From an optimization exercise on the open Yosys and OpenROAD flow, aimed at small area and a short achievable clock period; shortcuts taken in it are not production practice.
At most, simulation tests tie the RTL to the original design; equivalence was not proved.
Power figures rest on the tool's default switching activity, not on a simulated workload.

==> run D: inputs <==
==> flow/design.v <==
module alu(
	input	wire		en,
	input	wire[3:0]	op,
	input	wire[15:0]	A,
	input	wire[15:0]	B,
	input	wire[15:0]	p,
	input	wire[15:0]	g,
	output	wire[15:0]	res
	);
	wire	o_and = en & (op == 4'b0011);
	wire	o_or  = en & (op == 4'b0100);
	wire	o_xor = en & (op == 4'b0101);
	wire	o_not = en & (op == 4'b0110);
	wire	o_sll = en & (op == 4'b0111);
	wire	o_srl = en & (op == 4'b1000);
	wire	o_sra = en & (op == 4'b1001);
	wire	o_rol = en & (op == 4'b1010);
	wire	sg = o_and | o_or;
	wire	sp = o_or | o_xor;
	wire[15:0]	lo = ({16{sg}} & g) | ({16{sp}} & p) | ({16{o_not}} & ~A);
	wire[3:0]	b = B[3:0];
	wire[3:0]	nb = 4'd0 - b;
	wire[15:0]	r0 = b[0] ? {A[14:0], A[15]} : A;
	wire[15:0]	l1 = b[1] ? {r0[13:0], r0[15:14]} : r0;
	wire[15:0]	l2 = b[2] ? {l1[11:0], l1[15:12]} : l1;
	wire[15:0]	rl = b[3] ? {l2[7:0], l2[15:8]} : l2;
	wire[15:0]	q1 = nb[1] ? {r0[13:0], r0[15:14]} : r0;
	wire[15:0]	q2 = nb[2] ? {q1[11:0], q1[15:12]} : q1;
	wire[15:0]	rr = nb[3] ? {q2[7:0], q2[15:8]} : q2;
	wire		big = |B[15:4];
	wire		b16 = (B == 16'd16);
	wire[15:0]	tlv = 16'hffff << b;	 
	wire		rolm = o_rol & (~big | b16);
	wire		sllm = o_sll & ~big;
	wire		srm = (o_srl | o_sra) & ~big;
	wire[15:0]	trv = {tlv[0], tlv[1], tlv[2], tlv[3], tlv[4], tlv[5], tlv[6], tlv[7],
			       tlv[8], tlv[9], tlv[10], tlv[11], tlv[12], tlv[13], tlv[14], tlv[15]};
	assign res = (rl & (({16{sllm}} & tlv) | {16{rolm}})) | (rr & {16{srm}} & trv) |
		     ({16{o_sra & A[15]}} & ~(trv & {16{~big}})) | lo;
endmodule
module cla16(
	input	wire[15:0]	g,
	input	wire[15:0]	p,
	input	wire		ci,
	output	wire[16:0]	c
	);
	wire[15:0]	G0 = {g[15:1], g[0] | (p[0] & ci)};
	wire[15:0]	P0 = p;
	wire[15:0]	G1 = G0 | (P0 & {G0[14], 1'b0, G0[12], 1'b0, G0[10], 1'b0, G0[8], 1'b0,
					 G0[6], 1'b0, G0[4], 1'b0, G0[2], 1'b0, G0[0], 1'b0});
	wire[15:0]	P1 = P0 & {P0[14], 1'b1, P0[12], 1'b1, P0[10], 1'b1, P0[8], 1'b1,
				   P0[6], 1'b1, P0[4], 1'b1, P0[2], 1'b1, P0[0], 1'b1};
	wire[15:0]	G2 = G1 | (P1 & {{2{G1[13]}}, 2'b0, {2{G1[9]}}, 2'b0,
					 {2{G1[5]}}, 2'b0, {2{G1[1]}}, 2'b0});
	wire[15:0]	P2 = P1 & {{2{P1[13]}}, 2'b11, {2{P1[9]}}, 2'b11,
				   {2{P1[5]}}, 2'b11, {2{P1[1]}}, 2'b11};
	wire[15:0]	G3 = G2 | (P2 & {{4{G2[11]}}, 4'b0, {4{G2[3]}}, 4'b0});
	wire[15:0]	P3 = P2 & {{4{P2[11]}}, 4'hf, {4{P2[3]}}, 4'hf};
	wire[15:0]	Gt = G3 | (P3 & {{8{G3[7]}}, 8'b0});
	assign c = {Gt, ci};
endmodule
module statem(
	input	wire		clk,
	input	wire		rst,
	input	wire[15:0]	sw,
	output	wire[15:0]	Fout
	);
	reg[1:0]	i;
	reg		show;		 
	reg[15:0]	A0;
	reg[15:0]	B0;
	reg[7:0]	cr;		 
	wire	i0 = (i == 2'd0);
	wire	i1 = (i == 2'd1);
	wire	i2 = (i == 2'd2);
	wire	i3 = (i == 2'd3);
	wire	o_add = (sw[3:0] == 4'b0001);
	wire	o_sub = (sw[3:0] == 4'b0010);
	wire[15:0]	bn = ({16{i1}} & sw) | ({16{i2 & o_add}} & B0) | ({16{i2 & o_sub}} & ~B0);
	wire[15:0]	y = i1 ? sw : ~B0;
	wire[16:0]	cy;
	cla16 nc(.g(A0 & y), .p(A0 ^ y), .ci(~i1), .c(cy));
	wire[7:0]	cyv = {cy[14], cy[12], cy[10], cy[8], cy[6], cy[4], cy[2], cy[0]};
	wire[7:0]	crn = ({8{i1 | (i2 & o_sub)}} & cyv) | ({8{i2 & o_add}} & cr);
	wire[15:0]	p = A0 ^ B0;
	wire[15:0]	g = A0 & B0;
	wire[7:0]	ge = {g[14], g[12], g[10], g[8], g[6], g[4], g[2], g[0]};
	wire[7:0]	pe = {p[14], p[12], p[10], p[8], p[6], p[4], p[2], p[0]};
	wire[7:0]	co = ge | (pe & cr);	 
	wire[16:0]	c = {g[15] | (p[15] & co[7]),
			     co[7], cr[7], co[6], cr[6], co[5], cr[5], co[4], cr[4],
			     co[3], cr[3], co[2], cr[2], co[1], cr[1], co[0], cr[0]};
	wire[15:0]	s = p ^ c[15:0];
	assign Fout = {16{show}} & s;
	wire	SF = s[15];
	wire	ZF = ~(|s);
	wire	CF = c[16] ^ cr[0];
	wire	OF = (c[15] ^ c[16]) & ~(cr[0] & ~(|A0));
	wire[15:0]	res;
	alu a(.en(i2), .op(sw[3:0]), .A(A0), .B(B0), .p(p), .g(g), .res(res));
	always @(posedge clk or negedge rst) begin
		if (rst == 0) begin
			i <= 2'd0;
			show <= 1'b0;
		end else begin
			i <= i + 2'd1;
			if (i2)
				show <= 1'b1;
		end
	end
	always @(posedge clk) begin
		B0 <= bn;
		cr <= crn;
		A0 <= ({16{i0}} & sw) | res | {12'b0, {4{i3}} & {SF, OF, ZF, CF}} |
		      ({16{i1 | (i2 & (o_add | o_sub))}} & A0);
	end
endmodule
==> flow/flow/run.sh <==
#!/bin/bash
# Own flow: the standard layout, except that synthesis leaves adders to ABC
# (no full/half-adder cells) and maps with the ABC script in flow/abc.script.
set -euo pipefail
W=$(pwd)
# scripts folder = ORFS's scripts, with abc_area.script replaced by ours
mkdir -p "$W/scripts_own"
for f in "$FLOW_HOME"/scripts/*; do ln -sf "$f" "$W/scripts_own/"; done
rm -f "$W/scripts_own/abc_area.script"
cp "$W/flow/abc.script" "$W/scripts_own/abc_area.script"
make -C "$FLOW_HOME" DESIGN_CONFIG="$W/config.mk" WORK_HOME="$W/orfs" CLKGATE_MAP_FILE= \
	SYNTH_SCRIPT="$W/synth_recipe.tcl" SCRIPTS_DIR="$W/scripts_own" \
	ADDER_MAP_FILE= ABC_AREA=1 synth > "$W/synth.log" 2>&1
# the rest of the standard flow (synthesis is up to date, so make skips it),
# with plain buffers on the ports
export BUFFER_PORTS_ARGS="-buffer_cell sky130_fd_sc_hd__buf_1"
bash "$W/standard.sh" > "$W/layout.log" 2>&1
==> flow/flow/abc.script <==
strash
&get -n
&st
&dch -f
&nf -R 60
&put
topo
==> flow/standard.sh <==
#!/bin/bash
# synth_recipe.tcl (not shown) runs the flow's synth.tcl, then flattens the netlist and writes it again
# the make line also repeats each setting of config.mk as NAME=value (left out here)
make -C /OpenROAD-flow-scripts/flow DESIGN_CONFIG=/design/flow/config.mk WORK_HOME=/design/flow/orfs CLKGATE_MAP_FILE= SYNTH_SCRIPT=/design/flow/synth_recipe.tcl "${@:-finish}"
==> flow/config.mk <==
export PLATFORM = sky130hd
export DESIGN_NAME = statem
export DESIGN_NICKNAME = statem
export VERILOG_FILES = /design/flow/design.v
export SDC_FILE = /design/flow/constraint.sdc
export NUM_CORES = 4
export LEC_CHECK = 0
export CAP_MARGIN = 20
export CORE_MARGIN = 2
export CORE_UTILIZATION = 40
export SETUP_SLACK_MARGIN = 3.3
export SLEW_MARGIN = 20
==> flow/constraint.sdc <==
create_clock -name core_clock -period 6.0 [get_ports {clk}]
set_input_delay 1.2000 -clock core_clock [delete_from_list [all_inputs] [get_ports {clk}]]
set_output_delay 1.2000 -clock core_clock [all_outputs]
set_load 0.01 [all_outputs]
==> run C: changes against run D <==
==> flow/design.v, changed modules only <==
module alu(
	input	wire		en,
	input	wire[3:0]	op,
	input	wire[15:0]	A,
	input	wire[15:0]	B,
	input	wire[15:0]	p,
	input	wire[15:0]	g,
	output	wire[15:0]	res
	);
	wire	o_and = en & (op == 4'b0011);
	wire	o_or  = en & (op == 4'b0100);
	wire	o_xor = en & (op == 4'b0101);
	wire	o_not = en & (op == 4'b0110);
	wire	o_sll = en & (op == 4'b0111);
	wire	o_srl = en & (op == 4'b1000);
	wire	o_sra = en & (op == 4'b1001);
	wire	o_rol = en & (op == 4'b1010);
	wire	right = (op[3:1] == 3'b100);
	wire	sg = o_and | o_or;
	wire	sp = o_or | o_xor;
	wire[15:0]	lo = ({16{sg}} & g) | ({16{sp}} & p) | ({16{o_not}} & ~A);
	wire[3:0]	b = B[3:0];
	wire[3:0]	amt;
	assign amt[0] = b[0];
	assign amt[1] = b[1] ^ (right & b[0]);
	assign amt[2] = b[2] ^ (right & (b[0] | b[1]));
	assign amt[3] = b[3] ^ (right & (b[0] | b[1] | b[2]));
	wire[15:0]	r0 = amt[0] ? {A[14:0], A[15]} : A;
	wire[15:0]	r1 = amt[1] ? {r0[13:0], r0[15:14]} : r0;
	wire[15:0]	r2 = amt[2] ? {r1[11:0], r1[15:12]} : r1;
	wire[15:0]	r3 = amt[3] ? {r2[7:0], r2[15:8]} : r2;
	wire		big = |B[15:4];
	wire		b16 = (B == 16'd16);
	wire[15:0]	tlv = 16'hffff << b;	 
	wire		rolm = o_rol & (~big | b16);
	wire		sllm = o_sll & ~big;
	wire		srm = (o_srl | o_sra) & ~big;
	genvar k;
	generate
		for (k = 0; k < 16; k = k + 1) begin : shm
			wire tr = tlv[15-k];
			wire m = (sllm & tlv[k]) | (srm & tr) | rolm;
			assign res[k] = (r3[k] & m) | (o_sra & A[15] & ~(tr & ~big)) | lo[k];
		end
	endgenerate
endmodule
module cla16(
	input	wire[15:0]	g,
	input	wire[15:0]	p,
	input	wire		ci,
	output	wire[16:0]	c
	);
	wire[79:0]	gl;
	wire[79:0]	pl;
	assign gl[15:0] = {g[15:1], g[0] | (p[0] & ci)};
	assign pl[15:0] = p;
	genvar k, l;
	generate
		for (l = 0; l < 4; l = l + 1) begin : lvl
			for (k = 0; k < 16; k = k + 1) begin : bt
				if ((k >> l) & 1) begin : op
					localparam integer j = ((k >> l) << l) - 1;
					assign gl[16*l+16+k] = gl[16*l+k] | (pl[16*l+k] & gl[16*l+j]);
					assign pl[16*l+16+k] = pl[16*l+k] & pl[16*l+j];
				end else begin : pass
					assign gl[16*l+16+k] = gl[16*l+k];
					assign pl[16*l+16+k] = pl[16*l+k];
				end
			end
		end
	endgenerate
	assign c = {gl[79:64], ci};
endmodule
module statem(
	input	wire		clk,
	input	wire		rst,
	input	wire[15:0]	sw,
	output	wire[15:0]	Fout
	);
	reg[1:0]	i;
	reg		show;		 
	reg[15:0]	A0;
	reg[15:0]	B0;
	reg[7:0]	cr;		 
	wire	i0 = (i == 2'd0);
	wire	i1 = (i == 2'd1);
	wire	i2 = (i == 2'd2);
	wire	i3 = (i == 2'd3);
	wire	o_add = (sw[3:0] == 4'b0001);
	wire	o_sub = (sw[3:0] == 4'b0010);
	wire[15:0]	bn = ({16{i1}} & sw) | ({16{i2 & o_add}} & B0) | ({16{i2 & o_sub}} & ~B0);
	wire		cn = i2 & o_sub;
	wire[16:0]	cy;
	cla16 nc(.g(A0 & bn), .p(A0 ^ bn), .ci(cn), .c(cy));
	wire[7:0]	crn = {cy[14], cy[12], cy[10], cy[8], cy[6], cy[4], cy[2], cy[0]};
	wire[15:0]	p = A0 ^ B0;
	wire[15:0]	g = A0 & B0;
	wire[16:0]	c;
	genvar k;
	generate
		for (k = 0; k < 8; k = k + 1) begin : fc
			assign c[2*k] = cr[k];
			assign c[2*k+1] = g[2*k] | (p[2*k] & cr[k]);
		end
	endgenerate
	assign c[16] = g[15] | (p[15] & c[15]);
	wire[15:0]	s = p ^ c[15:0];
	assign Fout = {16{show}} & s;
	wire	SF = s[15];
	wire	ZF = ~(|s);
	wire	CF = c[16] ^ cr[0];
	wire	OF = (c[15] ^ c[16]) & ~(cr[0] & ~(|A0));
	wire[15:0]	res;
	alu a(.en(i2), .op(sw[3:0]), .A(A0), .B(B0), .p(p), .g(g), .res(res));
	always @(posedge clk or negedge rst) begin
		if (rst == 0) begin
			i <= 2'd0;
			show <= 1'b0;
		end else begin
			i <= i + 2'd1;
			if (i2)
				show <= 1'b1;
		end
	end
	always @(posedge clk) begin
		B0 <= bn;
		cr <= crn;
		if (i0 | i3 | (i2 & ~o_add & ~o_sub))
			A0 <= ({16{i0}} & sw) | res | {12'b0, {4{i3}} & {SF, OF, ZF, CF}};
	end
endmodule
--- a/flow/flow/run.sh
+++ b/flow/flow/run.sh
@@ -15,3 +15,3 @@
 # with plain buffers on the ports
-export BUFFER_PORTS_ARGS="-buffer_cell sky130_fd_sc_hd__buf_1"
+export BUFFER_PORTS_ARGS="-buffer_cell sky130_fd_sc_hd__buf_2"
 bash "$W/standard.sh" > "$W/layout.log" 2>&1
==> flow/flow/abc.script (replaced) <==
strash
&get -n
&st
&dch -f
&nf -R 50
&put
topo
Settings changed: SETUP_SLACK_MARGIN 3.3 to 3.0.
==> run Z: changes against run D <==
==> flow/design.v, changed modules only <==
module alu(
	input	wire		en,
	input	wire[3:0]	op,
	input	wire[15:0]	A,
	input	wire[15:0]	B,
	input	wire[15:0]	p,
	input	wire[15:0]	g,
	output	wire[15:0]	res
	);
	wire	o_and = en & (op == 4'b0011);
	wire	o_or  = en & (op == 4'b0100);
	wire	o_xor = en & (op == 4'b0101);
	wire	o_not = en & (op == 4'b0110);
	wire	o_sll = en & (op == 4'b0111);
	wire	o_srl = en & (op == 4'b1000);
	wire	o_sra = en & (op == 4'b1001);
	wire	o_rol = en & (op == 4'b1010);
	wire	right = (op[3:1] == 3'b100);
	wire	sg = o_and | o_or;
	wire	sp = o_or | o_xor;
	wire[15:0]	lo = ({16{sg}} & g) | ({16{sp}} & p) | ({16{o_not}} & ~A);
	wire[3:0]	b = B[3:0];
	wire[3:0]	amt;
	assign amt[0] = b[0];
	assign amt[1] = b[1] ^ (right & b[0]);
	assign amt[2] = b[2] ^ (right & (b[0] | b[1]));
	assign amt[3] = b[3] ^ (right & (b[0] | b[1] | b[2]));
	wire[15:0]	r0 = amt[0] ? {A[14:0], A[15]} : A;
	wire[15:0]	r1 = amt[1] ? {r0[13:0], r0[15:14]} : r0;
	wire[15:0]	r2 = amt[2] ? {r1[11:0], r1[15:12]} : r1;
	wire[15:0]	r3 = amt[3] ? {r2[7:0], r2[15:8]} : r2;
	wire		big = |B[15:4];
	wire		b16 = (B == 16'd16);
	wire[15:0]	tlv = 16'hffff << b;	 
	wire		rolm = o_rol & (~big | b16);
	wire		sllm = o_sll & ~big;
	wire		srm = (o_srl | o_sra) & ~big;
	wire[15:0]	trv = {tlv[0], tlv[1], tlv[2], tlv[3], tlv[4], tlv[5], tlv[6], tlv[7],
			       tlv[8], tlv[9], tlv[10], tlv[11], tlv[12], tlv[13], tlv[14], tlv[15]};
	wire[15:0]	m = ({16{sllm}} & tlv) | ({16{srm}} & trv) | {16{rolm}};
	assign res = (r3 & m) | ({16{o_sra & A[15]}} & ~(trv & {16{~big}})) | lo;
endmodule
Settings changed: CTS_BUF_LIST set to sky130_fd_sc_hd__clkbuf_16, CTS_CLUSTER_DIAMETER set to 200, CTS_CLUSTER_SIZE set to 50, SETUP_SLACK_MARGIN 3.3 to 3.0.
==> comparison table <==
| item | run Z | run D | run C |
|---|---|---|---|
| Share of power burned in combinational logic | 15.2% | 23.8% | 18.5% |
| Vias in the first global route | 4032 | 4936 | 3848 |
| Max Clk Rate | 0.339 GHz | 0.364 GHz | 0.325 GHz |
| Overall die area | 10300 um2 | 11500 um2 | 10200 um2 |
| Starting Density | 41.2% | 41.1% | 41.1% |
| Clock network power | 269 uW | 195 uW | 221 uW |
| Area fraction in compound gates after synthesis | 31.2% | 34.2% | 28.4% |
| R2R cell count | 11 | 9 | 8 |
| Pin count of the biggest net entering global routing | 31 | 52 | 32 |
| Fraction of area in clock buffers and inverters | 3.02% | 1.43% | 2.05% |
| Result of the run | finished clean | finished clean | finished clean |
| Seq/total area | 19.4% | 16.8% | 21.0% |
| Final WL | 14.2 mm | 19.6 mm | 14.7 mm |
| Most used standard cell by instance count after synthesis | sky130_fd_sc_hd__nand2_1 | sky130_fd_sc_hd__nand2_1 | sky130_fd_sc_hd__nor2_1 |
| Transition time at the pin with the least slew margin | 929 ps | 793 ps | 903 ps |
| Crit Reg-Reg Endpoint | cr[7] | A0[8] | cr[7] |
| Critical hold path startpoint | cr[4] | cr[4] | B0[14] |
| Number of vias after detailed routing | 4474 | 5626 | 4434 |
Function not checked in run D: the RTL went through the layout flow alone.

static timing again, ports no longer ideal:
The results above use ideal ports. As a check the final layouts listed here were re-extracted and re-timed, cells and wires unchanged. Step 1 sets driving cells, clkbuf_16 on the clock port and buf_2 on the other inputs (assumed; they add their load-dependent delay and slew). Step 2 adds t to the input delays and takes it off the output delays; t is the mean of the earliest and latest rising clock arrival at the registers after step 1. Input paths then give back, and output paths get back, about the clock's delay inside the block. Slacks: ideal ports / drivers / drivers and shift; pairs: ideal ports / drivers.
run | t, ns | setup WS [ns] | clock arrival spread, ns | worst register clock-pin slew, ns
run D | 0.340 | 3.254 / 3.220 / 2.957 | 0.007 / 0.008 | 0.09 / 0.09
run C | 0.338 | 2.921 / 2.909 / 2.572 | 0.011 / 0.011 | 0.09 / 0.09
run Z | 0.324 | 3.049 / 3.013 / 2.800 | 0.007 / 0.006 | 0.07 / 0.07
After both steps every run listed still meets setup and hold. For run C, which loses most, drivers alone change the setup slack by -0.012 ns; drivers and shift together by -0.349 ns.
